What follows belongs to an exercise in optimizing a design on an open flow for small area; a production flow would make more cautious choices.
In this exercise RTL edits were held to simulation tests only and were not proved equivalent to the original.
Power is estimated from default activity; no workload was simulated.

==> inputs of 11-02 <==
==> flow/design.v (excerpt) <==
module case2mod_new
  (input  clk,
   input  reset,
   input  clk_enable,
   input  AP,
   input  VP,
   input  [15:0] SArest,
   input  [15:0] AVforw,
   input  PAC_en,
   input  PVC_en,
   output ce_out,
   output NA1Out,
   output NA2Out,
   output NA3Out,
   output NA4Out,
   output NA5Out,
   output NA6Out,
   output NA7Out);
  wire enb = clk_enable;
  wire a1, a2, a3, a4, a5, a6, a7;                  
  wire n1, n2, n3, n4, n5, n6, n7;                  
  wire t1, t2, t3, t4, t5, t6, t7;                  
  wire p1o1, p1o2, p2o1, p2o2, p3o1, p3o2, p4o1, p4o2;
  wire p5o1, p5o2, p6o1, p6o2, p7o1, p7o2;
  wire pac, pvc;
  wire p1q1, p1q2, p2q1, p2q2, p3q1, p3q2, p4q1, p4q2;    
  wire p5q1, p5q2, p6q1, p6q2, p7q1, p7q2;
  wire pacq, pvcq;
  reg APq, VPq;
  always @(posedge clk or posedge reset)
    if (reset) begin
      APq <= 1'b0;
      VPq <= 1'b0;
    end else if (enb) begin
      APq <= AP;
      VPq <= VP;
    end
  PAC #(.W(8), .TAP(8'b10111000), .SZ(8'b11111111), .SDEF(8'b10111000)) u_PAC
    (.clk(clk), .reset(reset), .enb(enb), .st_en(PAC_en), .act(a1), .PVC(pac), .PVC_q(pacq));
  PAC #(.W(9), .TAP(9'b100010000), .SZ(9'b111111111), .SDEF(9'b111000100)) u_PVC
    (.clk(clk), .reset(reset), .enb(enb), .st_en(PVC_en), .act(a3), .PVC(pvc), .PVC_q(pvcq));
  ...
==> module path_aut, before the edit <==
module path_aut
  #(parameter VARF = 0,
    parameter FW = 16,
    parameter [FW-1:0] FTAP = 0,
    parameter [FW-1:0] FZ = 0,
    parameter [FW-1:0] F1 = 0,
    parameter [FW-1:0] F3 = 0,
    parameter BW = 16,
    parameter [BW-1:0] BTAP = 0,
    parameter [BW-1:0] BZ = 0,
    parameter [BW-1:0] B1 = 0,
    parameter [BW-1:0] B3 = 0)
  (input  clk,
   input  reset,
   input  enb,
   input  in1,
   input  in2,
   input  en_nz,
   input  en_3,
   input  ex_nz,
   input  ex_3,
   input  [15:0] forw,
   output out1,
   output out2,
   output out1_q,    
   output out2_q);
  reg sA, sC, sD, sR;
  reg nidle, o1, o2;        
  reg [FW-1:0] fcur;
  reg [BW-1:0] bcm;         
  wire [BW-1:0] bcur = bcm ^ BZ;
  reg bdef3;
  wire sI = ~(sA | sC | sD | sR);
  wire idle = ~nidle;
  wire [FW-1:0] fnew;
  wire [FW-1:0] fdef;
  generate
    if (VARF) begin : g_varf
      reg [FW-1:0] fdef_r;
      wire [FW-1:0] f1 = forw[FW-1:0];
      assign fnew = en_3 ? (f1 + {f1[FW-2:0], 1'b0}) : f1;
      wire we = enb & en_nz;
      always @(posedge clk or posedge reset)
        if (reset) fdef_r <= {FW{1'b0}};
        else fdef_r <= fdef_r ^ ((fdef_r ^ fnew) & {FW{we}});
      assign fdef = fdef_r;
    end else begin : g_constf
      reg fdef3;
      assign fnew = en_3 ? F3 : F1;
      wire we = enb & en_nz;
      always @(posedge clk or posedge reset)
        if (reset) fdef3 <= 1'b0;
        else fdef3 <= fdef3 ^ ((fdef3 ^ en_3) & we);
      assign fdef = fdef3 ? F3 : F1;
    end
  endgenerate
  wire [BW-1:0] bnew = ex_3 ? B3 : B1;
  wire [BW-1:0] bdef = bdef3 ? B3 : B1;
  wire [FW-1:0] fdef_t = en_nz ? fnew : fdef;
  wire [FW-1:0] fcur_t = (en_nz & idle) ? fnew : fcur;
  wire [BW-1:0] bdef_t = ex_nz ? bnew : bdef;
  wire [BW-1:0] bcur_t = (ex_nz & idle) ? bnew : bcur;
  wire fz = (fcur_t == FZ);
  wire bz = (bcur_t == BZ);
  wire [FW-1:0] fcur_dec = VARF ? fcur_t - 1'b1 : {fcur_t[FW-2:0], ^(fcur_t & FTAP)};
  wire [BW-1:0] bcur_dec = {bcur_t[BW-2:0], ^(bcur_t & BTAP)};
  wire a_run  = sA & ~in2 & ~fz;        
  wire a_out  = sA & ~in2 & fz;         
  wire a_dbl  = sA & in2;
  wire d_ante = sD & bz;                
  wire d_conf = sD & ~bz & ~fz;
  wire d_ret  = sD & ~bz & fz;          
  wire r_out  = sR & bz & ~in1;         
  wire r_dbl  = sR & in1;
  wire r_run  = sR & ~in1 & ~bz;        
  wire i_ante = sI & in1;
  wire i_ret  = sI & ~in1 & in2;
  wire sA_n = a_run | d_ante | i_ante;
  wire sC_n = a_out | d_conf | r_out;
  wire sD_n = a_dbl | r_dbl;
  wire sR_n = d_ret | i_ret | r_run;
  wire nidle_n = ~sC & (nidle | a_run);
  wire o1_n = d_ante | r_out | (o1 & ~sC & ~a_run);
  wire o2_n = a_out | d_ret | (o2 & ~sC & ~r_run);
  wire [FW-1:0] fcur_n = (sD & ~bz) ? fdef_t : ((sA & ~in2) ? fcur_dec : fcur_t);
  wire [BW-1:0] bcur_n = (d_ante | d_conf | r_out) ? bdef_t : (r_run ? bcur_dec : bcur_t);
  always @(posedge clk or posedge reset)
    if (reset) begin
      sA   <= 1'b0;
      sC   <= 1'b0;
      sD   <= 1'b0;
      sR   <= 1'b0;
      nidle <= 1'b0;
      o1   <= 1'b0;
      o2   <= 1'b0;
      bcm  <= {BW{1'b0}};
    end else if (enb) begin
      sA   <= sA_n;
      sC   <= sC_n;
      sD   <= sD_n;
      sR   <= sR_n;
      nidle <= nidle_n;
      o1   <= o1_n;
      o2   <= o2_n;
      bcm  <= bcur_n ^ BZ;
    end
  wire bwe = enb & ex_nz;
  always @(posedge clk or posedge reset)
    if (reset) begin
      fcur <= {FW{1'b0}};
      bdef3 <= 1'b0;
    end else begin
    fcur  <= fcur ^ ((fcur ^ fcur_n) & {FW{enb}});
    bdef3 <= bdef3 ^ ((bdef3 ^ ex_3) & bwe);
  end
  assign out1 = o1_n;
  assign out2 = o2_n;
  assign out1_q = o1;
  assign out2_q = o2;
endmodule
Settings: LEC_CHECK=0, CAP_MARGIN=20, CORE_MARGIN=2, CORE_UTILIZATION=65, SLEW_MARGIN=20; clock period 10.0 ns.
standard.sh (not shown) runs the stock make flow with config.mk's settings and CLKGATE_MAP_FILE= SYNTH_SCRIPT=/design/flow/synth_recipe.tcl, a recipe that flattens the netlist after the stock synthesis.
==> flow/flow/run.sh <==
#!/bin/bash
# Own layout flow: the standard flow (standard.sh), with three changes:
#  1. after the standard synthesis, its combinational logic is mapped again
#     by ABC for area (flow/remap.abc); the flip-flops are kept as they are
#     (same instances, names and cells), and the new netlist is proved
#     equivalent to the standard one before it is used (else the standard
#     netlist is kept);
#  2. clock tree synthesis uses clkbuf_8 sink clusters and no dummy loads;
#  3. ports are buffered with buf_1 (every port still gets its own buffer).
# Each tool's output goes to a log file of its own in this folder.
set -euo pipefail
W=$(pwd)
K=$W/flow
R=$W/orfs/results/${FLOW_PLATFORM}/case2mod_new/base
LIB=$FLOW_HOME/platforms/${FLOW_PLATFORM}/lib/sky130_fd_sc_hd__tt_025C_1v80.lib
YOSYS=$(command -v yosys || echo "$FLOW_HOME/../tools/install/yosys/bin/yosys")

export CTS_ARGS="-sink_clustering_enable -repair_clock_nets -dont_use_dummy_load -buf_list sky130_fd_sc_hd__clkbuf_8 -sink_clustering_size 16 -sink_clustering_max_diameter 80"
export BUFFER_PORTS_ARGS="-buffer_cell sky130_fd_sc_hd__buf_1"

bash standard.sh synth > standard_synth.log 2>&1
cp "$R/1_2_yosys.v" "$W/std_netlist.v"

SEQ=$(tr '\n' ' ' < "$K/seq.txt")
DU=$(sed 's/^/-dont_use /' "$K/dont_use.txt" | tr '\n' ' ')
TOP=${FLOW_TOP}

# The remap is run with four ABC random seeds in parallel; the smallest
# result that is proved equivalent is used.
for S in 0 1 2 3; do
  sed "s/-S 0/-S $S/" "$K/remap.abc" > "$W/remap_$S.abc"
  cat > "$W/remap_$S.ys" <<EOS
read_liberty -ignore_miss_func $LIB
blackbox $SEQ
read_verilog $W/std_netlist.v
hierarchy -check -top $TOP
flatten
opt_clean
abc -liberty $LIB -script $W/remap_$S.abc $DU
opt_clean -purge
hilomap -singleton -hicell sky130_fd_sc_hd__conb_1 HI -locell sky130_fd_sc_hd__conb_1 LO
splitnets
opt_clean -purge
insbuf -buf sky130_fd_sc_hd__buf_4 A X
opt_clean -purge
stat -liberty $LIB
select -assert-none t:\$_*
write_verilog -noattr -nohex -nodec $W/remapped_$S.v
EOS
  (timeout 1200 "$YOSYS" -s "$W/remap_$S.ys" > "$W/remap_$S.log" 2>&1 || rm -f "$W/remapped_$S.v") &
done
wait
: > "$W/remap_areas.txt"
for S in 0 1 2 3; do
  if [[ -f "$W/remapped_$S.v" ]]; then
    area=$(grep "Chip area" "$W/remap_$S.log" | tail -1 | awk '{print $NF}')
    echo "$area $S" >> "$W/remap_areas.txt"
  fi
done
sort -g "$W/remap_areas.txt" -o "$W/remap_areas.txt"

# Equivalence of the two netlists: both read with the flip-flops as black
# boxes, every flip-flop instance turned into ports named after it (so the
# proof pairs flip-flops by instance name), then a SAT proof of the miter.
for x in gold gate; do
  if [[ $x == gold ]]; then f=$W/std_netlist.v; else f=$W/remapped.v; fi
  cat > "$W/eq_$x.ys" <<EOS
read_liberty -ignore_miss_func $LIB
blackbox $SEQ
read_verilog $f
hierarchy -check -top $TOP
flatten
delete t:\$scopeinfo
expose -evert -sep __ t:sky130_fd_sc_hd__*
opt_clean -purge
rename $TOP $x
write_verilog -noattr $W/eq_$x.v
EOS
done
cat > "$W/eq_miter.ys" <<EOS
read_liberty -ignore_miss_func $LIB
read_verilog $W/eq_gold.v $W/eq_gate.v
flatten
miter -equiv -flatten -make_assert gold gate miter
hierarchy -top miter
sat -verify -prove-asserts miter
EOS

use_remap=0
while read -r area S; do
  cp "$W/remapped_$S.v" "$W/remapped.v"
  if timeout 600 "$YOSYS" -s "$W/eq_gold.ys" > "$W/eq_gold.log" 2>&1 &&
     timeout 600 "$YOSYS" -s "$W/eq_gate.ys" > "$W/eq_gate.log" 2>&1 &&
     timeout 1200 "$YOSYS" -s "$W/eq_miter.ys" > "$W/eq_miter.log" 2>&1; then
    use_remap=1
    echo "seed=$S area=$area" > "$W/remap_choice.txt"
    break
  fi
done < "$W/remap_areas.txt"
echo "use_remap=$use_remap" > "$W/remap_result.txt"
if [[ $use_remap == 1 ]]; then
  cp "$W/remapped.v" "$R/1_2_yosys.v"
  rm -f "$R/1_synth.odb" "$R/1_synth.sdc"
fi

bash standard.sh > standard.log 2>&1
Other scripts of this flow, unchanged in this note and not shown: flow/flow/dont_use.txt, flow/flow/remap.abc, flow/flow/seq.txt
==> 10-15: changes against 11-02 <==
--- a/flow/design.v
+++ b/flow/design.v
@@ -66,33 +66,32 @@
    input  [15:0] Trest_def,
    output Active,
    output pt_nz,
    output pt_3);
   localparam [2:0] S_REST = 3'b000, S_RRP = 3'b010, S_ERP = 3'b001,
                    S_FIRE = 3'b011, S_ERPS = 3'b101, S_ERP1 = 3'b111;
   reg [2:0] st;
-  reg [15:0] rm;            
-  wire [15:0] r = rm ^ TREST_INIT;
+  reg [15:0] r;
   reg [7:0] e;
   wire activeMem = (st == S_FIRE);
   wire node_in = activeMem | inExt;
   wire rest = (st == S_REST);
   wire rz = (r == 16'd0);
   wire ez = (e == SZ);
   always @(posedge clk or posedge reset)
     if (reset) begin
       st          <= S_REST;
-      rm          <= 16'd0;
+      r           <= TREST_INIT;
     end else if (enb) begin
       if (rest) begin
         if (node_in | rz) begin
           st <= node_in ? S_ERPS : S_FIRE;
-          rm <= Trest_def ^ TREST_INIT;
+          r  <= Trest_def;
         end else begin
-          rm <= (r - 1'b1) ^ TREST_INIT;
+          r <= r - 1'b1;
         end
       end else if (node_in) begin
         st <= S_ERP1;
       end else if (ez) begin
         st <= st[0] ? S_RRP : S_REST;
       end else begin
         if (st[0]) st <= S_ERP;
@@ -131,16 +130,15 @@
    output out1,
    output out2,
    output out1_q,    
    output out2_q);
   reg sA, sC, sD, sR;
   reg nidle, o1, o2;        
   reg [FW-1:0] fcur;
-  reg [BW-1:0] bcm;         
-  wire [BW-1:0] bcur = bcm ^ BZ;
+  reg [BW-1:0] bcur;
   reg bdef3;
   wire sI = ~(sA | sC | sD | sR);
   wire idle = ~nidle;
   wire [FW-1:0] fnew;
   wire [FW-1:0] fdef;
   generate
     if (VARF) begin : g_varf
@@ -197,24 +195,24 @@
       sA   <= 1'b0;
       sC   <= 1'b0;
       sD   <= 1'b0;
       sR   <= 1'b0;
       nidle <= 1'b0;
       o1   <= 1'b0;
       o2   <= 1'b0;
-      bcm  <= {BW{1'b0}};
+      bcur <= BZ;
     end else if (enb) begin
       sA   <= sA_n;
       sC   <= sC_n;
       sD   <= sD_n;
       sR   <= sR_n;
       nidle <= nidle_n;
       o1   <= o1_n;
       o2   <= o2_n;
-      bcm  <= bcur_n ^ BZ;
+      bcur <= bcur_n;
     end
   wire bwe = enb & ex_nz;
   always @(posedge clk or posedge reset)
     if (reset) begin
       fcur <= {FW{1'b0}};
       bdef3 <= 1'b0;
     end else begin
@@ -316,40 +314,40 @@
   node_sa #(.TAP(8'b10111000), .SZ(8'b00000111), .SERP(8'b01000000), .SRRP(8'b01000100),
             .TREST_INIT(16'd300)) u_NA1
     (.clk(clk), .reset(reset), .enb(enb),
      .inExt(pac | AP | p4o1 | p1o1 | p3o1), .inMem(pacq | APq | p4q1 | p1q1 | p3q1), .Trest_def(SArest),
      .Active(a1), .pt_nz(n1), .pt_3(t1));
   node_fix #(.W(14), .TAP(14'b10000000010101), .SZ(14'b00110110000110),
              .SERP(14'b11110111001100), .SRRP(14'b11110110101100), .SREST(14'b11100111011100),
-             .MASK(14'b11100111011100)) u_NA2
+             .MASK(14'b10101010101010)) u_NA2
     (.clk(clk), .reset(reset), .enb(enb), .inExt(p2o1 | p1o2), .inMem(p2q1 | p1q2),
      .Active(a2), .pt_nz(n2), .pt_3(t2));
   node_fix #(.W(14), .TAP(14'b10000000010101), .SZ(14'b10100010110111),
              .SERP(14'b00001101011010), .SRRP(14'b00001010011000), .SREST(14'b00001110011000),
-             .MASK(14'b00001110011000)) u_NA3
+             .MASK(14'b10101010101010)) u_NA3
     (.clk(clk), .reset(reset), .enb(enb), .inExt(pvc | p2o2 | VP), .inMem(pvcq | p2q2 | VPq),
      .Active(a3), .pt_nz(n3), .pt_3(t3));
   node_fix #(.W(14), .TAP(14'b10000000010101), .SZ(14'b10100010110111),
              .SERP(14'b00001101011010), .SRRP(14'b00001010011000), .SREST(14'b00001110011000),
-             .MASK(14'b00001110011000)) u_NA4
+             .MASK(14'b10101010101010)) u_NA4
     (.clk(clk), .reset(reset), .enb(enb), .inExt(p5o1 | p3o2), .inMem(p5q1 | p3q2),
      .Active(a4), .pt_nz(n4), .pt_3(t4));
   node_fix #(.W(14), .TAP(14'b10000000010101), .SZ(14'b10100010110111),
              .SERP(14'b00001101011010), .SRRP(14'b00001010011000), .SREST(14'b00001110011000),
-             .MASK(14'b00001110011000)) u_NA5
+             .MASK(14'b10101010101010)) u_NA5
     (.clk(clk), .reset(reset), .enb(enb), .inExt(p7o1 | p5o2), .inMem(p7q1 | p5q2),
      .Active(a5), .pt_nz(n5), .pt_3(t5));
   node_fix #(.W(14), .TAP(14'b10000000010101), .SZ(14'b11011001111111),
              .SERP(14'b01110010001011), .SRRP(14'b11110010000011), .SREST(14'b01100010001001),
-             .MASK(14'b01100010001001)) u_NA6
+             .MASK(14'b10101010101010)) u_NA6
     (.clk(clk), .reset(reset), .enb(enb), .inExt(p6o1 | p4o2), .inMem(p6q1 | p4q2),
      .Active(a6), .pt_nz(n6), .pt_3(t6));
   node_fix #(.W(14), .TAP(14'b10000000010101), .SZ(14'b11011001111111),
              .SERP(14'b01110010001011), .SRRP(14'b11110010000011), .SREST(14'b01100010001001),
-             .MASK(14'b01100010001001)) u_NA7
+             .MASK(14'b10101010101010)) u_NA7
     (.clk(clk), .reset(reset), .enb(enb), .inExt(p6o2 | p7o2), .inMem(p6q2 | p7q2),
      .Active(a7), .pt_nz(n7), .pt_3(t7));
   path_aut #(.FW(7), .FTAP(7'b1100000), .FZ(7'b0101110), .F1(7'b1010110), .F3(7'b0010110),
              .BW(9), .BTAP(9'b100010000), .BZ(9'b000110110), .B1(9'b101111011), .B3(9'b111111011)) u_PA1
     (.clk(clk), .reset(reset), .enb(enb), .in1(a1), .in2(a2),
      .en_nz(n1), .en_3(t1), .ex_nz(n2), .ex_3(t2), .forw(16'd0),
      .out1(p1o1), .out2(p1o2), .out1_q(p1q1), .out2_q(p1q2));
--- a/flow/flow/run.sh
+++ b/flow/flow/run.sh
@@ -11,15 +11,15 @@
 set -euo pipefail
 W=$(pwd)
 K=$W/flow
 R=$W/orfs/results/${FLOW_PLATFORM}/case2mod_new/base
 LIB=$FLOW_HOME/platforms/${FLOW_PLATFORM}/lib/sky130_fd_sc_hd__tt_025C_1v80.lib
 YOSYS=$(command -v yosys || echo "$FLOW_HOME/../tools/install/yosys/bin/yosys")
 
-export CTS_ARGS="-sink_clustering_enable -repair_clock_nets -dont_use_dummy_load -buf_list sky130_fd_sc_hd__clkbuf_8 -sink_clustering_size 16 -sink_clustering_max_diameter 80"
+export CTS_ARGS="-sink_clustering_enable -repair_clock_nets -dont_use_dummy_load -buf_list sky130_fd_sc_hd__clkbuf_4 -sink_clustering_size 10 -sink_clustering_max_diameter 50"
 export BUFFER_PORTS_ARGS="-buffer_cell sky130_fd_sc_hd__buf_1"
 
 bash standard.sh synth > standard_synth.log 2>&1
 cp "$R/1_2_yosys.v" "$W/std_netlist.v"
 
 SEQ=$(tr '\n' ' ' < "$K/seq.txt")
 DU=$(sed 's/^/-dont_use /' "$K/dont_use.txt" | tr '\n' ' ')
- CORE_UTILIZATION: 65 -> 40
==> 03-23: changes against 11-02 <==
--- a/flow/design.v
+++ b/flow/design.v
@@ -128,21 +128,25 @@
    input  ex_nz,
    input  ex_3,
    input  [15:0] forw,
    output out1,
    output out2,
    output out1_q,    
    output out2_q);
-  reg sA, sC, sD, sR;
+  reg [2:0] st;
+  wire sA = (st == 3'b001);
+  wire sR = (st == 3'b010);
+  wire sD = (st == 3'b011);
+  wire sC = st[2];
   reg nidle, o1, o2;        
   reg [FW-1:0] fcur;
   reg [BW-1:0] bcm;         
   wire [BW-1:0] bcur = bcm ^ BZ;
   reg bdef3;
-  wire sI = ~(sA | sC | sD | sR);
+  wire sI = (st == 3'b000);
   wire idle = ~nidle;
   wire [FW-1:0] fnew;
   wire [FW-1:0] fdef;
   generate
     if (VARF) begin : g_varf
       reg [FW-1:0] fdef_r;
       wire [FW-1:0] f1 = forw[FW-1:0];
@@ -190,27 +194,21 @@
   wire nidle_n = ~sC & (nidle | a_run);
   wire o1_n = d_ante | r_out | (o1 & ~sC & ~a_run);
   wire o2_n = a_out | d_ret | (o2 & ~sC & ~r_run);
   wire [FW-1:0] fcur_n = (sD & ~bz) ? fdef_t : ((sA & ~in2) ? fcur_dec : fcur_t);
   wire [BW-1:0] bcur_n = (d_ante | d_conf | r_out) ? bdef_t : (r_run ? bcur_dec : bcur_t);
   always @(posedge clk or posedge reset)
     if (reset) begin
-      sA   <= 1'b0;
-      sC   <= 1'b0;
-      sD   <= 1'b0;
-      sR   <= 1'b0;
+      st   <= 3'b000;
       nidle <= 1'b0;
       o1   <= 1'b0;
       o2   <= 1'b0;
       bcm  <= {BW{1'b0}};
     end else if (enb) begin
-      sA   <= sA_n;
-      sC   <= sC_n;
-      sD   <= sD_n;
-      sR   <= sR_n;
+      st   <= {sC_n, sR_n | sD_n, sA_n | sD_n};
       nidle <= nidle_n;
       o1   <= o1_n;
       o2   <= o2_n;
       bcm  <= bcur_n ^ BZ;
     end
   wire bwe = enb & ex_nz;
   always @(posedge clk or posedge reset)
==> comparison <==
- Against 10-15, the die area of 03-23 is smaller by 40%.
- The highest via count belongs to 11-02, the lowest to 03-23.
- In 10-15 the sequential power is larger than in 03-23, by about 8%.
- Critical path depth: 03-23 < 11-02 < 10-15.
- Between 03-23 and 10-15, the lower setup slack is in 10-15 (gap 0.43 ns).
- In 03-23 the clock skew is lower than in 11-02, by 0.034 ns.
- Of 03-23 and 10-15, 03-23 has the higher non-clock buffer count (gap 2).
==> figures <==
| item | 11-02 | 10-15 | 03-23 |
|---|---|---|---|
| Destination of the worst hold path | u_PA3.nidle$_DFFE_PP0P_ | u_NA3.cm[13]$_DFFE_PP1P_ | u_PA3.bcm[10]$_DFFE_PP0P_ |
| Count of multi-input gates | 1151 | 1157 | 1132 |
| Die width | 161.4 um | 205.6 um | 159.8 um |
| Worst Path Buf+Inv | 7 | 4 | 7 |
| Share of cell area taken by multi-input logic gates | 36.87% | 37.24% | 37.05% |
| Clock buf count | 25 | 45 | 24 |
| HP Start | u_PA3.sC$_DFFE_PP0P_ | u_NA3.cm[12]$_DFFE_PP0P_ | u_PA3.bcm[9]$_DFFE_PP0P_ |
| Outcome | complete, no violations | complete, no violations | complete, no violations |
| Layout Utilization | 70.32% | 43.89% | 69.77% |
| Clock transition at path regs | 0.10 ns | 0.11 ns | 0.10 ns |
| Peak supply drop | 158.5 uV | 109.1 uV | 174.7 uV |
| Post-detailed-placement cell area | 16760 um2 | 17180 um2 | 16460 um2 |
| Final cycle utilization of the critical path | 56.37% | 57.55% | 53.20% |
| Fin nets | 1932 | 1924 | 1892 |
| Largest net degree at the start of global routing | 179 | 127 | 190 |
| HPWL after detailed placement | 24160 um | 25590 um | 23200 um |

-- re-timing with driven ports --
In the flow no input, the clock included, has a driving cell. The finished layouts below were timed again as built, in two steps.
Step 1 sets driving cells, clkbuf_16 on the clock port and buf_2 on the other inputs (assumed; they add their load-dependent delay and slew).
Step 2 adds t to the input delays and takes it off the output delays; t is the mean of the earliest and latest rising clock arrival at the registers after step 1. Input paths then give back, and output paths get back, about the clock's delay inside the block.
Three values: ideal ports, drivers, drivers and shift; two values: the first two.
run | t, ns | setup slack, ns | worst hold slack (ns) | worst setup path at the end
11-02 | 0.601 | 4.363 / 4.387 / 3.786 | 0.458 / 0.458 / 0.458 | input to register
10-15 | 0.784 | 4.245 / 4.268 / 3.484 | 0.436 / 0.436 / 0.436 | input to register
03-23 | 0.606 | 4.680 / 4.703 / 4.097 | 0.468 / 0.468 / 0.468 | input to register
After both steps every run listed still meets setup and hold. For 10-15, which loses most, drivers alone change the setup slack by +0.023 ns; drivers and shift together by -0.761 ns.
